From an optimization exercise on the open Yosys and OpenROAD flow, aimed at small area and a short achievable clock period; shortcuts taken in it are not production practice. Only simulation tests tie the RTL to the original design; equivalence was not proved.

==> run.sh <==
#!/bin/bash
# synth_recipe.tcl (not shown) runs the flow's synth.tcl, then flattens the netlist and writes it again
# the make line also repeats each setting of config.mk as NAME=value (left out here)
make -C /OpenROAD-flow-scripts/flow DESIGN_CONFIG=/design/flow/config.mk WORK_HOME=/design/flow/orfs CLKGATE_MAP_FILE= SYNTH_SCRIPT=/design/flow/synth_recipe.tcl finish
==> config.mk <==
export PLATFORM = sky130hd
export DESIGN_NAME = nios_2
export DESIGN_NICKNAME = nios_2
export VERILOG_FILES = /design/flow/design.v
export SDC_FILE = /design/flow/constraint.sdc
export NUM_CORES = 4
export LEC_CHECK = 0
export CAP_MARGIN = 20
export CORE_MARGIN = 2
export CORE_UTILIZATION = 25
export PLACE_DENSITY = 0.3
export SLEW_MARGIN = 20
==> constraint.sdc <==
create_clock -name core_clock -period 10.0 [get_ports {clk}]
set_input_delay 2.0000 -clock core_clock [delete_from_list [all_inputs] [get_ports {clk}]]
set_output_delay 2.0000 -clock core_clock [all_outputs]
set_load 0.01 [all_outputs]
==> design.v <==
module nios_2 (
input clk,
input rst,
input enable,   
input  [31:0] inst_fetch,
output wire [7:0] prog_count_o,
output wire        data_mem_wr_o,     
output wire        data_mem_rd_o,     
output wire [31:0] data_mem_addr_o,   
output wire [31:0] data_mem_wdata_o,   
input       [31:0] data_mem_rdata_i    
);
wire  [7:0] prog_count_c;
wire  [5:0] opcode_c;   
wire [10:0] opcode_ext_c;   
wire [31:0] immi_val_c;   
wire  [4:0] rega_addr_c;  
wire  [4:0] regb_addr_c;  
wire  [4:0] regc_addr_c;  
reg   [4:0] rega_addr;  
reg   [4:0] regb_addr;  
reg   [4:0] regc_addr;  
reg   [4:0] rega_addr_mem;  
reg   [4:0] regb_addr_mem;  
reg   [4:0] regc_addr_mem;  
reg   [4:0] rega_addr_wb;  
reg   [4:0] regb_addr_wb;  
reg   [4:0] regc_addr_wb;  
reg         forwarding;    
wire [31:0] twos_comp;   
wire [31:0] alu_op_c;   
wire  [1:0] alu_opr_c;  
wire        mem_op_c;        
wire        wb_exec;       
wire [31:0] wb_data;       
wire  [4:0] wb_reg_addr;   
wire        cmp_op_c;      
wire        branch_taken;  
wire        equ_chk_c;     
wire        non_equ_c;     
wire        uncnd_jmp_inst_r_typ;  
wire        uncnd_jmp_inst_j_typ;  
wire        i_type_c;      
wire        j_type_c;      
wire        r_type_c;      
wire        i_type_wb_c;   
wire        j_type_wb_c;   
reg [31:0] reg_mem [31:0];
reg  [7:0] prog_count;
reg  [7:0] prog_count_de;  
reg  [7:0] prog_count_ex;  
reg  [5:0] opcode_ex;    
reg  [5:0] opcode_mem;   
reg [10:0] opcode_ext_ex;   
reg [10:0] opcode_ext_mem;   
reg [31:0] immi_val;     
reg [31:0] regA;         
reg [31:0] regB;         
reg [31:0] regC;         
reg [31:0] regA_mem;     
reg [31:0] regB_mem;     
reg [31:0] regC_mem;     
reg [31:0] alu_op;       
reg [31:0] alu_op_wb;    
reg        i_type;       
reg        j_type;       
reg        r_type;       
reg        i_type_mem;  
reg        j_type_mem;  
reg        r_type_mem;  
reg        i_type_wb;  
reg        j_type_wb;  
reg        r_type_wb;  
reg        data_mem_rd_d;
assign prog_count_o = prog_count;
assign prog_count_c={8{enable & !branch_taken & !uncnd_jmp_inst_r_typ & !uncnd_jmp_inst_j_typ}} & (prog_count + 8'h04)  |
                    {8{enable & !branch_taken &  uncnd_jmp_inst_r_typ}} & (regA)                |
                    {8{enable & !branch_taken &  uncnd_jmp_inst_j_typ}} & (immi_val)            |
                    {8{enable &  branch_taken &  cmp_op_c}} & (immi_val)                        |
                    {8{enable &  branch_taken }} & (alu_op_c)            | 
                    {8{~enable}} & prog_count;
assign opcode_c = inst_fetch[5:0];
assign i_type_c = ( (opcode_c == 6'h04) |
                    (opcode_c == 6'h15) |
                    (opcode_c == 6'h16) |
                    (opcode_c == 6'h17) |
                    (opcode_c == 6'h1E) |
                    (opcode_c == 6'h26));
assign j_type_c = (opcode_c == 6'h06) |
                  (opcode_c == 6'h00);
assign r_type_c = ( (opcode_c == 6'h3A) |
                    (opcode_c == 6'h31));
assign rega_addr_c = {5{(i_type_c | r_type_c)}} & inst_fetch[31:27];
assign regb_addr_c = {5{(i_type_c | r_type_c)}} & inst_fetch[26:22];
assign regc_addr_c = {5{r_type_c}} & inst_fetch[21:17] |
                     {5{(opcode_c == 6'h00)}} & 6'h1F;   
assign immi_val_c = {32{i_type_c}} & {{16{inst_fetch[21]}}, inst_fetch[21:6]} |
                    {32{j_type_c}} & {5'h00,inst_fetch[31:6]};
assign opcode_ext_c = {11{r_type_c}} & inst_fetch[16:6];
assign cmp_op_c =  (opcode_ex == 6'h16);
assign equ_chk_c =  (opcode_ex == 6'h26);   
assign non_equ_c = (opcode_ex == 6'h1E);   
assign alu_opr_c = {2{((opcode_ex == 6'h31) | 
                       (opcode_ex == 6'h04 & !immi_val[31]) | 
                       (opcode_ex == 6'h15) | 
                       (opcode_ex == 6'h1E) | 
                       (opcode_ex == 6'h26) | 
                       (opcode_ex == 6'h00) | 
                       (opcode_ex == 6'h17))}} & 2'b01 |
                   {2{(opcode_ex == 6'h04 & immi_val[31])}} & 2'b10 | 
                   {2{((opcode_ex == 6'h3A) & (opcode_ext_ex == 6'h27))}} & 2'b11;
assign branch_taken = ((cmp_op_c)  & (regB > regA))  |
                      ((non_equ_c) & (regB != regA)) |
                      ((equ_chk_c) & (regB == regA));
assign uncnd_jmp_inst_r_typ = ((opcode_ex == 6'h3A) & (opcode_ext_ex == 6'h1D));   
assign uncnd_jmp_inst_j_typ = (opcode_ex == 6'h00);   
assign twos_comp = ((~immi_val) + 1'b1);              
assign alu_op_c = {32{(alu_opr_c == 2'b01) & i_type & !branch_taken}} & (regA + immi_val) |
                  {32{(alu_opr_c == 2'b01) & i_type &  branch_taken}} & (prog_count_ex + immi_val) |
                  {32{(alu_opr_c == 2'b01) & uncnd_jmp_inst_j_typ}} & (prog_count_ex + 32'h04) |
                  {32{(alu_opr_c == 2'b01) & r_type}} & (regA + regB)     |
                  {32{(alu_opr_c == 2'b10) & i_type}} & (regA - twos_comp)  |
                  {32{(alu_opr_c == 2'b11) & i_type}} & (regA * immi_val) |
                  {32{(alu_opr_c == 2'b11) & r_type}} & (regA * regB);
assign mem_op_c         = (data_mem_rd_o | data_mem_wr_o);
assign data_mem_rd_o    = (opcode_mem == 6'h17);
assign data_mem_wr_o    = (opcode_mem == 6'h15);
assign data_mem_addr_o  = {32{mem_op_c}} & alu_op;
assign data_mem_wdata_o = {32{mem_op_c}} & regB_mem;
assign i_type_wb_c = (i_type_mem & (opcode_mem == 6'h04));
assign j_type_wb_c = (j_type_mem & (opcode_mem == 6'h00));
assign wb_exec     =  data_mem_rd_d | r_type_wb | i_type_wb | j_type_wb;
assign wb_data     = {32{data_mem_rd_d}} & data_mem_rdata_i |
                     {32{r_type_wb | i_type_wb | j_type_wb}}     & alu_op_wb;
assign wb_reg_addr = {5{data_mem_rd_d | i_type_wb}} & regb_addr_wb |
                     {5{r_type_wb | j_type_wb}}     & regc_addr_wb;
always @ (posedge clk or negedge rst)
begin
  if(!rst) 
  begin
    prog_count    <= 8'h00;
    prog_count_de <= 8'h00;
    prog_count_ex <= 8'h00;
    immi_val      <= 32'h00;
    opcode_ext_ex <= 10'h00;
    opcode_ext_mem<= 10'h00;
    regA          <= 32'h00;
    regB          <= 32'h00;
    regC          <= 32'h00;
    rega_addr     <= 'h00; 
    regb_addr     <= 'h00; 
    regc_addr     <= 'h00; 
    rega_addr_mem <= 'h00; 
    regb_addr_mem <= 'h00; 
    regc_addr_mem <= 'h00; 
    rega_addr_wb  <= 'h00; 
    regb_addr_wb  <= 'h00; 
    regc_addr_wb  <= 'h00; 
    regA_mem      <= 32'h00;
    regB_mem      <= 32'h00;
    regC_mem      <= 32'h00;
    opcode_ex     <= 'h00;
    opcode_mem    <= 'h00;
    i_type        <= 'b0;
    j_type        <= 'b0;
    r_type        <= 'b0;
    i_type_mem    <= 'b0;
    j_type_mem    <= 'b0;
    r_type_mem    <= 'b0;
    i_type_wb     <= 'b0;
    j_type_wb     <= 'b0;
    r_type_wb     <= 'b0;
    alu_op        <= 32'h0000;
    alu_op_wb     <= 32'h0000;
    data_mem_rd_d <= 'h0;
    forwarding    <= 1'b0;
  end
  else
  begin
    if((rega_addr_c == regb_addr) & (rega_addr_c != 5'b0) & (opcode_ex != 5'h15)) begin
     regA          <= alu_op_c;
     forwarding    <= 1'b1;
    end 
    else if( (rega_addr_c == regb_addr_mem) & (rega_addr_c != 5'b0)) begin
     regA          <= alu_op;
     forwarding    <= 1'b1;
    end
    else begin
     regA          <= reg_mem[rega_addr_c];
     forwarding    <= 1'b0;
    end
     regB           <= reg_mem[regb_addr_c];
     regC           <= reg_mem[regc_addr_c];
     regA_mem       <= regA;
     regB_mem       <= regB;
     regC_mem       <= regC;
     rega_addr      <= rega_addr_c;
     regb_addr      <= regb_addr_c;
     regc_addr      <= regc_addr_c;
     rega_addr_mem  <= rega_addr;
     regb_addr_mem  <= regb_addr;
     regc_addr_mem  <= regc_addr;
     rega_addr_wb   <= rega_addr_mem;
     regb_addr_wb   <= regb_addr_mem;
     regc_addr_wb   <= regc_addr_mem;
     prog_count     <= prog_count_c;
     prog_count_de  <= prog_count;
     prog_count_ex  <= prog_count_de;
     opcode_ext_ex  <= opcode_ext_c;
     opcode_ext_mem <= opcode_ext_ex;
     immi_val       <= immi_val_c;
     opcode_ex      <= opcode_c;
     opcode_mem     <= opcode_ex;
     i_type         <= i_type_c;
     j_type         <= j_type_c;
     r_type         <= r_type_c;
     i_type_mem     <= i_type;
     j_type_mem     <= j_type;
     r_type_mem     <= r_type;
     i_type_wb      <= i_type_wb_c;
     j_type_wb      <= j_type_wb_c;
     r_type_wb      <= r_type_mem;
     alu_op         <= alu_op_c;
     alu_op_wb      <= alu_op;
     data_mem_rd_d  <= data_mem_rd_o;
  end
end
genvar gi;
generate
  for (gi = 0; gi < 32; gi = gi + 1) begin : g_reg
    always @ (posedge clk or negedge rst)
    begin
      if(!rst)
        reg_mem[gi] <= (gi == 4)    ? 32'h00000004 :
                       (gi == 8'h1D) ? 32'h0000FFFF :
                       (gi == 8'h1F) ? 32'h000000A0 : 32'h00000000;
      else if (wb_exec & (wb_reg_addr == gi))
        reg_mem[gi] <= wb_data;
    end
  end
endgenerate
endmodule
==> results.py <==
metrics = {
    "worst_setup_path": {
        "worstPathRequired_ps": 10740,
        "endpoint": "regA[25]$_DFF_PN0_",
        "reg2reg_to": "regA[25]$_DFF_PN0_",
        "critPathCaptureType": "flop",
        "critPathMaxFanout": 17,
        "r2r_setup_slack_ps": 1180,
        "worst_path_max_delay_cell": "dfrtp_1",
        "setup.worst_path.start": "immi_val[9]$_DFF_PN0_",
        "critPathKind": "reg2reg",
        "crit_chain": "ha_1, inv_1, fa_1, inv_1, fa_1, fa_1, inv_1, fa_1, inv_1, fa_1, fa_1, fa_1, fa_1, ha_1, or3_1, o21ai_0, a21oi_1, a31o_2, a311oi_1, a21oi_1, xnor2_1, o221ai_1, mux2_2",
        "max_stage_delay_ps": 970,
        "startpoint_type": "flop",
        "path_common_cell": "fa_1",
        "reg2reg_depth": 23,
        "r2r_start": "immi_val[9]$_DFF_PN0_",
        "cp.arrival_ps": 9560,
    },
    "timing": {
        "timing.setup.tns_ps": 0,
        "final-hold-violation-count": 0,
        "slew_headroom_pct": 11.1,
        "drv_slew": 0,
        "fin_crit_sh_pct": 88.2,
        "worst_pin_slew_ps": 1330,
        "rsz0062_at_grt": "no",
        "clock_skew_ps": 49.3,
        "fin_crit_ps": 8820,
        "max_clock_freq_mhz": 113,
        "setup_viol": 0,
    },
    "yosys": {
        "ys_async_sr_fraction_pct": 100,
        "ys.flop_type": "dfrtp_1",
        "netlist_area_um2": 95000,
        "syn_area_per_cell_um2": 9.24,
        "ys_ff_latch": 1298,
        "synth_fp_nets": 11500,
        "yosysTopAreaCellShare_pct": 33.7,
        "yosysMostFrequentCell": "nand2_1",
        "synth-edff-count": 0,
        "yosysSeqAreaShare_pct": 34.2,
        "synth_common_cells": "nand2_1, dfrtp_1, inv_1",
        "netlist_instances": 10300,
        "synth_cell_types": 96,
        "synth.largest_area_cell": "dfrtp_1",
        "yosys_warnings": 2,
        "yosys-top-cells-area": "dfrtp_1, fa_1, nand2_1, a22oi_1, ha_1",
    },
    "clocking": {
        "cts_hold_buf": 0,
        "cts_resized": 0,
        "postCtsSetupBuffers": 0,
        "cts_tree": "built",
        "numCtsBuffers": 174,
        "clockBufferDepth": 4,
        "clk_pin_slew_ps": 60,
        "clk_latency_ps": 880,
        "root_buffer": "clkbuf_16",
        "cts_sinks": 1298,
        "htree_num_levels": 4,
    },
    "global_routing": {
        "grt_pass1_vias": 85500,
        "grt.total_usage_pct": 30.1,
        "grt_max_degree": 137,
        "antenna_found_initial": 49,
        "grt_pass1_wl_um": 789000,
        "grt_remaining_overflow": 0,
    },
    "die": {
        "die_area_um2": 385000,
        "start_util_pct": 25.1,
        "core_um2": 379000,
        "die_w_um": 621,
        "pin_count": 141,
        "rows": 226,
        "die_y_um": 621,
    },
    "layout": {
        "stdcell_area_um2": 110000,
        "drive_gt1_share_pct": 9.14,
        "nets": 11500,
        "syn_to_final_growth_pct": 15.9,
        "fin_cells": 15400,
        "nFillCells": 40000,
    },
    "routing": {
        "drt-vias-per-instance": 5.39,
        "drcViolationCount": 0,
        "drt_wl_total_um": 583000,
        "vias": 83200,
        "final_antenna_net_count": 0,
        "drt_iter0_drc": 8346,
        "firstDrtPassIters": 9,
        "wire_per_inst_um": 37.8,
    },
    "min_path": {
        "hold_path_class": "reg2reg",
        "hold_depth": 0,
    },
    "place": {
        "dpl_cell_area_um2": 104000,
        "dp_hpwl_um": 399000,
        "gp_congestion": 0.905,
        "io_buffers": 140,
        "place_inst": 15100,
    },
    "job": {
        "maxCapViolations": 0,
    },
    "run_status": {
        "outcome": "timing/DRC/antenna clean",
    },
}
==> flip-flops by register name, indices dropped and copies added, names as in the netlist, 11 cells and up <==
register / cells
reg_mem: 1024
alu_op: 32
alu_op_wb: 32
regA: 32
regB: 32
regB_mem: 32
immi_val: 27
opcode_ext_ex: 11
==> area by class of cell <==
type	instances	area, um^2	share of cell area [%]
diodes	18	45.0	0.0409
repair buffers	585	5190	4.71
inverters	868	3260	2.96
flip-flops and latches	1298	32500	29.5
clock buffers	269	5240	4.76
multi-input cells	7328	57100	51.8
well taps	5016	6280	5.70
clock inverters	42	509	0.463
==> logic make-up after synthesis <==
| logic type | after synthesis | share of synthesized area, % |
|---|---|---|
| AOI/OAI and AO/OA | 2643 | 18.1 |
| xor gates and xnor gates | 264 | 2.43 |
| adders and majority gates | 1168 | 21.8 |
| buffers and inverters | 1657 | 6.90 |
| DFF | 1298 | 34.2 |
| muxes | 66 | 0.710 |
| and+or+nand+nor | 3187 | 15.8 |
==> stage by stage <==
step                util [%]  setup slack [ps]  hold WS [ps]
floorplan                  -              2410           331
global placement        27.5              1030           334
detailed placement      27.5              1140           335
CTS                     29.1              1050           346
global route            29.1               631           355
finish                  29.1              1180           346
==> worst min-delay path by stage <==
stage                                     from                         end  slack (ps)
global placement    prog_count_de[0]$_DFF_PN0_  prog_count_ex[0]$_DFF_PN0_         330
finish                  regc_addr[4]$_DFF_PN0_  regc_addr_mem[4]$_DFF_PN0_         350
CTS                     regc_addr[4]$_DFF_PN0_  regc_addr_mem[4]$_DFF_PN0_         350
detailed placement  prog_count_de[6]$_DFF_PN0_  prog_count_ex[6]$_DFF_PN0_         330
global route                  j_type$_DFF_PN0_        j_type_mem$_DFF_PN0_         350
floorplan                     j_type$_DFF_PN0_        j_type_mem$_DFF_PN0_         330
==> critical path: cells and delay by family (launching register included) <==
kind,cells,cell delay [ps]
flops,1,970
fa+ha+maj,10,4630
mux,1,350
xor+xnor,1,650
compound gates,6,1400
buf+inv,4,290
simple gates,1,390
==> cell usage in the layout, fill, tap and decap left out, types with 22 or more instances in the layout <==
| cell | n |
|---|---|
| clkbuf_1 | 49 |
| nor4_1 | 29 |
| xor2_1 | 63 |
| o21ai_0 | 638 |
| xnor2_1 | 201 |
| a22o_1 | 72 |
| a22oi_2 | 32 |
| nor2_1 | 681 |
| a31oi_1 | 24 |
| ha_1 | 349 |
| a221oi_1 | 169 |
| o2111ai_1 | 24 |
| clkbuf_16 | 180 |
| nand4_1 | 137 |
| nand2_1 | 1288 |
| a211oi_4 | 25 |
| buf_4 | 409 |
| a21o_1 | 55 |
| and2_1 | 659 |
| nand3_1 | 94 |
| clkdlybuf4s50_1 | 137 |
| dfrtp_1 | 1258 |
| mux2i_1 | 55 |
| clkbuf_8 | 40 |
| fa_1 | 819 |
| o22ai_1 | 25 |
| and3_1 | 22 |
| nor3_1 | 52 |
| inv_1 | 867 |
| a222oi_1 | 58 |
| buf_12 | 33 |
| a211oi_1 | 23 |
| a21oi_1 | 712 |
| a22oi_1 | 560 |
| nor2b_1 | 24 |
| o211ai_1 | 26 |
==> metal layers <==
layer | share of wire [%] | vias up | global-route usage, %
li1 | - | 34900 | -
met1 | 41 | 43600 | 37.6
met2 | 48 | 3599 | 51.2
met3 | 5.5 | 1055 | 4.37
met4 | 5.3 | 16 | 13.5
met5 | 0.020 | - | 0

[separate check: timing with driven ports]
In the flow no input, the clock included, has a driving cell. The finished layout below was timed again as built, in two steps. Step 1: set_driving_cell puts a clkbuf_16 on clk and a buf_2 on each other input, an assumption about the parent block. Step 2 moves the port delays by t, midway between the first and last clock arrival at a register: inputs arrive t later, outputs are due t later. That takes back most of the time a late clock gives input paths. a / b / c = ideal / step 1 / step 2; a / b = the first two.
t (ns): 0.956
slack for setup (ns): 1.184 / 1.184 / 1.184
worst hold slack (ns): 0.346 / 0.346 / 0.346
After both steps this run still meets setup and hold. For this run, drivers alone change the setup slack by 0.000 ns; drivers and shift together by 0.000 ns.
